Source: an optimization exercise on an open RTL-to-GDS flow (aim: small area). Production flows keep margins and buffers that such runs may drop.
Where RTL was checked, it was by simulation tests only, not by an equivalence proof against the original.
Power figures rest on the tool's default switching activity, not on a simulated workload.

Setup of run a:
==> flow/design.v <==
`timescale 1ns / 1ps
module top_module(
    input clk,
    rst,
    floor_0_p,
    floor_1_p,
    floor_2_p,
    floor_3_p,
    floor_4_p,
    direction_1,
    direction_2,
    direction_3,
    floor_0_d,
    floor_1_d,
    floor_2_d,
    floor_3_d,
    floor_4_d,
    output led_inside_0,
    led_inside_1,
    led_inside_2,
    led_inside_3,
    led_inside_4,
    led_outside_0,
    led_outside_1,
    led_outside_2,
    led_outside_3,
    led_outside_4,
    led_busy,
    a_out,b_out,c_out,d_out,e_out,f_out,g_out,p_out,
    output [7:0] an
);
    function [5:0] inc6(input [5:0] x);
        inc6 = x ^ {&x[4:0], &x[3:0], &x[2:0], &x[1:0], x[0], 1'b1};
    endfunction
    function [4:0] inc5(input [4:0] x);
        inc5 = x ^ {&x[3:0], &x[2:0], &x[1:0], x[0], 1'b1};
    endfunction
    reg [5:0] r;
    reg [4:0] b, a;
    wire r_wrap = (r == 6'd49);
    wire tick = (r == 6'd23);
    wire b_wrap = (b == 5'd19);
    wire t249 = (a == 5'd12 && b == 5'd9) || (a == 5'd24 && b == 5'd19);
    wire t1 = (a == 5'd0 && b == 5'd1) || (a == 5'd12 && b == 5'd11);
    wire step = tick && t249;
    always @(posedge clk) begin
        if (!rst) begin
            r <= 6'd63;
            b <= 5'd0;
            a <= 5'd0;
        end else begin
            r <= r_wrap ? 6'd0 : inc6(r);
            if (tick) begin
                b <= b_wrap ? 5'd0 : inc5(b);
                if (b_wrap)
                    a <= (a == 5'd24) ? 5'd0 : inc5(a);
            end
        end
    end
    reg [7:0] anr;
    wire an7 = &anr[6:0];
    wire anff = an7 & anr[7];
    always @(posedge clk) begin
        if (!rst)
            anr <= 8'hff;
        else if (r_wrap && b == 5'd0)
            anr <= {anr[6:0], ~an7};
    end
    assign an = anr;
    wire wend = (r == 6'd24) && t1 && !anff;
    wire early0 = anff && b == 5'd0;
    wire early3 = anff && b < 5'd3;
    wire [4:0] fp = {floor_4_p, floor_3_p, floor_2_p, floor_1_p, floor_0_p};
    wire [4:0] fd = {floor_4_d, floor_3_d, floor_2_d, floor_1_d, floor_0_d};
    reg [4:0] s0, fdl;
    reg [2:0] q1, q2, q3;
    wire [4:0] rise = fp & ~(s0 & ~{5{early0}});
    wire [2:0] rise_f = rise[0] ? 3'd0 : rise[1] ? 3'd1 : rise[2] ? 3'd2 :
                        rise[3] ? 3'd3 : rise[4] ? 3'd4 : 3'd7;
    always @(posedge clk)
        if (tick) begin
            s0 <= fp; q1 <= rise_f; q2 <= q1; q3 <= q2;
            fdl <= fd;
        end
    wire [2:0] hq = early3 ? 3'd7 : q3;
    wire hpv = (hq != 3'd7);
    wire [4:0] cab = fd & ~(fdl & ~{5{early0}});
    reg [4:0] inr, outr;      
    reg busy;                 
    reg P;                    
    reg [2:0] kat;            
    reg [2:0] LP;             
    reg [1:0] SM;             
    reg [2:0] pr;             
    reg PA;                   
    reg [2:0] sd;             
    reg dk;                   
    reg Cd;                   
    wire k0 = (kat == 3'd0);
    wire hv = (pr != 3'd7) && (pr != kat);
    wire cv = (sd != 3'd7) && (sd != kat);
    wire tv = hv | cv;
    wire [2:0] t = hv ? pr : sd;
    wire arrive = busy && !k0 && (LP == kat);
    wire mid = busy && !k0 && !arrive && (SM == ((kat == 3'd4) ? 2'd3 : kat[1:0]));
    wire other = !k0 && !arrive && !mid;
    wire start = tv && (k0 || (other && !busy));
    wire between = P ? (t < kat && t > LP) : (t > kat && t < LP);
    wire accept = other && busy && tv && between && (!hv || PA == P);
    wire clr0 = k0 && !tv;
    wire move = other && busy;
    wire set = start || accept;
    wire [4:0] kat_oh = 5'b1 << kat;
    wire [4:0] t_oh = 5'b1 << t;
    wire [4:0] clr_m = (arrive || mid || clr0) ? kat_oh : 5'b0;
    wire [4:0] n_out = (outr & ~clr_m) | ((set && hv) ? t_oh : 5'b0);
    wire [4:0] n_in = (inr & ~clr_m) | ((set && !hv) ? t_oh : 5'b0);
    wire n_busy = start ? 1'b1 : (arrive || clr0) ? 1'b0 : busy;
    wire hp_dir = (hq == 3'd0) ? 1'b0 : (hq == 3'd1) ? direction_1 :
                  (hq == 3'd2) ? direction_2 : (hq == 3'd3) ? direction_3 : 1'b1;
    wire [2:0] cab_f = cab[0] ? 3'd0 : cab[1] ? 3'd1 : cab[2] ? 3'd2 : cab[3] ? 3'd3 : 3'd4;
    always @(posedge clk) begin
        if (tick) begin
            if (hpv) PA <= hp_dir;
            if (step) begin
                if (start) begin
                    P <= (t < kat);
                    LP <= t;
                end
                if (start || k0 || mid)
                    SM <= 2'd0;
                else if (accept)
                    SM <= t[1:0];
                dk <= (k0 && start) || move;
            end
        end
        if (!rst) begin
            inr <= 0; outr <= 0; busy <= 0; kat <= 0; Cd <= 0;
            pr <= 3'd7; sd <= 3'd7;
        end else if (wend) begin
            if (dk)
                kat <= P ? kat - 3'd1 : kat + 3'd1;
            Cd <= busy;
        end else if (tick) begin
            if (step) begin
                busy <= n_busy;
                inr <= n_in; outr <= n_out;
                pr <= 3'd7; sd <= 3'd7;
            end else begin
                if (hpv) pr <= hq;
                if (|cab) sd <= cab_f;
            end
        end
    end
    assign {led_inside_4, led_inside_3, led_inside_2, led_inside_1, led_inside_0} = inr;
    assign {led_outside_4, led_outside_3, led_outside_2, led_outside_1, led_outside_0} = outr;
    assign led_busy = busy;
    wire busy_d = Cd;
    wire [2:0] kat_d = kat;
    wire P_d = P | k0;
    reg [6:0] d0, d4, d5;
    always @* begin
        case (kat_d)
            3'd0: d0 = 7'b0000001;
            3'd1: d0 = 7'b1001111;
            3'd2: d0 = 7'b0010010;
            3'd3: d0 = 7'b0000110;
            default: d0 = 7'b1101100;
        endcase
        if (!busy_d) begin
            d4 = 7'b1000010; d5 = 7'b1001111;
        end else if (P_d) begin
            d4 = 7'b0000001; d5 = 7'b1000010;
        end else begin
            d4 = 7'b0011000; d5 = 7'b1000001;
        end
    end
    wire [6:0] seg = ({7{anr[0]}} | d0) & ({7{anr[1]}} | 7'b1111110) &
                     ({7{anr[2]}} | 7'b1110001) & ({7{anr[3]}} | 7'b0111000) &
                     ({7{anr[4]}} | d4) & ({7{anr[5]}} | d5) &
                     ({7{anr[6]}} | 7'b1111110) & ({7{anr[7]}} | 7'b1111110);
    assign {a_out, b_out, c_out, d_out, e_out, f_out, g_out} = seg;
    assign p_out = 1'b1;
endmodule
make LEC_CHECK=0 CAP_MARGIN=0 CORE_MARGIN=2 CORE_UTILIZATION=40 SLEW_MARGIN=0 finish   # period 10.0 ns
run.sh (not shown) runs the stock make flow with config.mk's settings and CLKGATE_MAP_FILE= SYNTH_SCRIPT=/design/flow/synth_recipe.tcl, a recipe that flattens the netlist after the stock synthesis.
#### Input delta (run b over run a)
diff --git a/flow/design.v b/flow/design.v
--- a/flow/design.v
+++ b/flow/design.v
@@ -27,51 +27,54 @@
     led_outside_4,
     led_busy,
     a_out,b_out,c_out,d_out,e_out,f_out,g_out,p_out,
     output [7:0] an
 );
-    function [5:0] inc6(input [5:0] x);
-        inc6 = x ^ {&x[4:0], &x[3:0], &x[2:0], &x[1:0], x[0], 1'b1};
-    endfunction
-    function [4:0] inc5(input [4:0] x);
-        inc5 = x ^ {&x[3:0], &x[2:0], &x[1:0], x[0], 1'b1};
-    endfunction
     reg [5:0] r;
     reg [4:0] b, a;
-    wire r_wrap = (r == 6'd49);
-    wire tick = (r == 6'd23);
-    wire b_wrap = (b == 5'd19);
-    wire t249 = (a == 5'd12 && b == 5'd9) || (a == 5'd24 && b == 5'd19);
-    wire t1 = (a == 5'd0 && b == 5'd1) || (a == 5'd12 && b == 5'd11);
+    wire r_wrap = r[5] & r[2] & r[1] & r[0];              
+    wire tick = r[5] & r[3] & r[2] & r[0];                
+    wire r24 = r[4] & r[3] & r[1] & r[0];                 
+    wire b_wrap = b[4] & ~b[1] & ~b[0];                   
+    wire b0 = ~b[2] & ~b[1] & ~b[0];                      
+    wire b_lt3 = ~b[4] & ~b[3] & ~b[2];                   
+    wire b1 = ~b[3] & ~b[2] & ~b[1] & b[0];               
+    wire b9 = b[4] & ~b[3] & b[2] & b[1] & ~b[0];         
+    wire b11 = b[4] & ~b[2] & b[1] & b[0];                
+    wire a0 = ~a[3] & ~a[2] & ~a[1] & ~a[0];              
+    wire a12 = ~a[3] & a[2] & a[1] & a[0];                
+    wire a24 = ~a[4] & a[3] & ~a[2] & ~a[1] & a[0];       
+    wire t249 = (a12 & b9) | (a24 & b_wrap);
+    wire t1 = (a0 & b1) | (a12 & b11);
     wire step = tick && t249;
     always @(posedge clk) begin
         if (!rst) begin
-            r <= 6'd63;
+            r <= 6'd0;
             b <= 5'd0;
             a <= 5'd0;
         end else begin
-            r <= r_wrap ? 6'd0 : inc6(r);
+            r <= r_wrap ? 6'b000001 : {r[4:0], ~(r[5] ^ r[0])};
             if (tick) begin
-                b <= b_wrap ? 5'd0 : inc5(b);
+                b <= b_wrap ? 5'd0 : {b[3:0], ~(b[4] ^ b[1])};
                 if (b_wrap)
-                    a <= (a == 5'd24) ? 5'd0 : inc5(a);
+                    a <= a24 ? 5'd0 : {a[3:0], ~(a[4] ^ a[1])};
             end
         end
     end
     reg [7:0] anr;
     wire an7 = &anr[6:0];
     wire anff = an7 & anr[7];
     always @(posedge clk) begin
         if (!rst)
             anr <= 8'hff;
-        else if (r_wrap && b == 5'd0)
+        else if (r_wrap && b0)
             anr <= {anr[6:0], ~an7};
     end
     assign an = anr;
-    wire wend = (r == 6'd24) && t1 && !anff;
-    wire early0 = anff && b == 5'd0;
-    wire early3 = anff && b < 5'd3;
+    wire wend = r24 && t1 && !anff;
+    wire early0 = anff && b0;
+    wire early3 = anff && b_lt3;
     wire [4:0] fp = {floor_4_p, floor_3_p, floor_2_p, floor_1_p, floor_0_p};
     wire [4:0] fd = {floor_4_d, floor_3_d, floor_2_d, floor_1_d, floor_0_d};
     reg [4:0] s0, fdl;
     reg [2:0] q1, q2, q3;
     wire [4:0] rise = fp & ~(s0 & ~{5{early0}});
[summary]
Run a → run b: pre-CTS setup slack went down by 0.25 ns, total of fill cells in the finished design fell 5.4%, well-tap cell count now smaller, combined area of the multi-input logic cells went down by about 7%.
Looking at global-route usage, run b sits 0.63 points above run a.
Going from run a to run b, total detailed-routing wirelength shrank by 6.1%, worst setup slack down 0.21 ns.
Lower post-route standard cell area excluding fillers goes to run b over run a.
Looking at endpoint arrival time on the critical path, run b sits 0.21 ns above run a.
Against run a, number of buffers other than clock buffers in the final layout in run b rose by a few percent.
Taking run a as the reference, in run b global-route track usage on met2 dropped 0.88 points, total power after layout dropped about 5%, fraction of the mapped netlist area in adder cells dropped 3.2 points.
The RTL of run a was laid out without a check of its function.

## static timing again, ports no longer ideal
How much do the figures lean on ideal ports? The routed layouts below were timed once more, with nothing changed but the port constraints.
Step 1, drivers: a clkbuf_16 drives clk and a buf_2 each remaining input, both assumed.
Step 2, shift: input delay + t, output delay - t, t = (earliest + latest rising clock arrival at the registers) / 2. This alone moves slack from input paths to output paths.
Three values: no drivers, after step 1, after step 2; two values: the first two.
| run | t (ns) | slack for setup (ns) | worst hold slack (ns) | slew at the worst register clock pin (ns) |
|---|---|---|---|---|
| run a | 0.392 | 5.030 / 4.997 / 5.389 | 0.426 / 0.426 / 0.426 | 0.09 / 0.09 |
| run b | 0.382 | 4.818 / 4.785 / 5.167 | 0.426 / 0.426 / 0.426 | 0.09 / 0.09 |
After both steps every run listed still meets setup and hold.
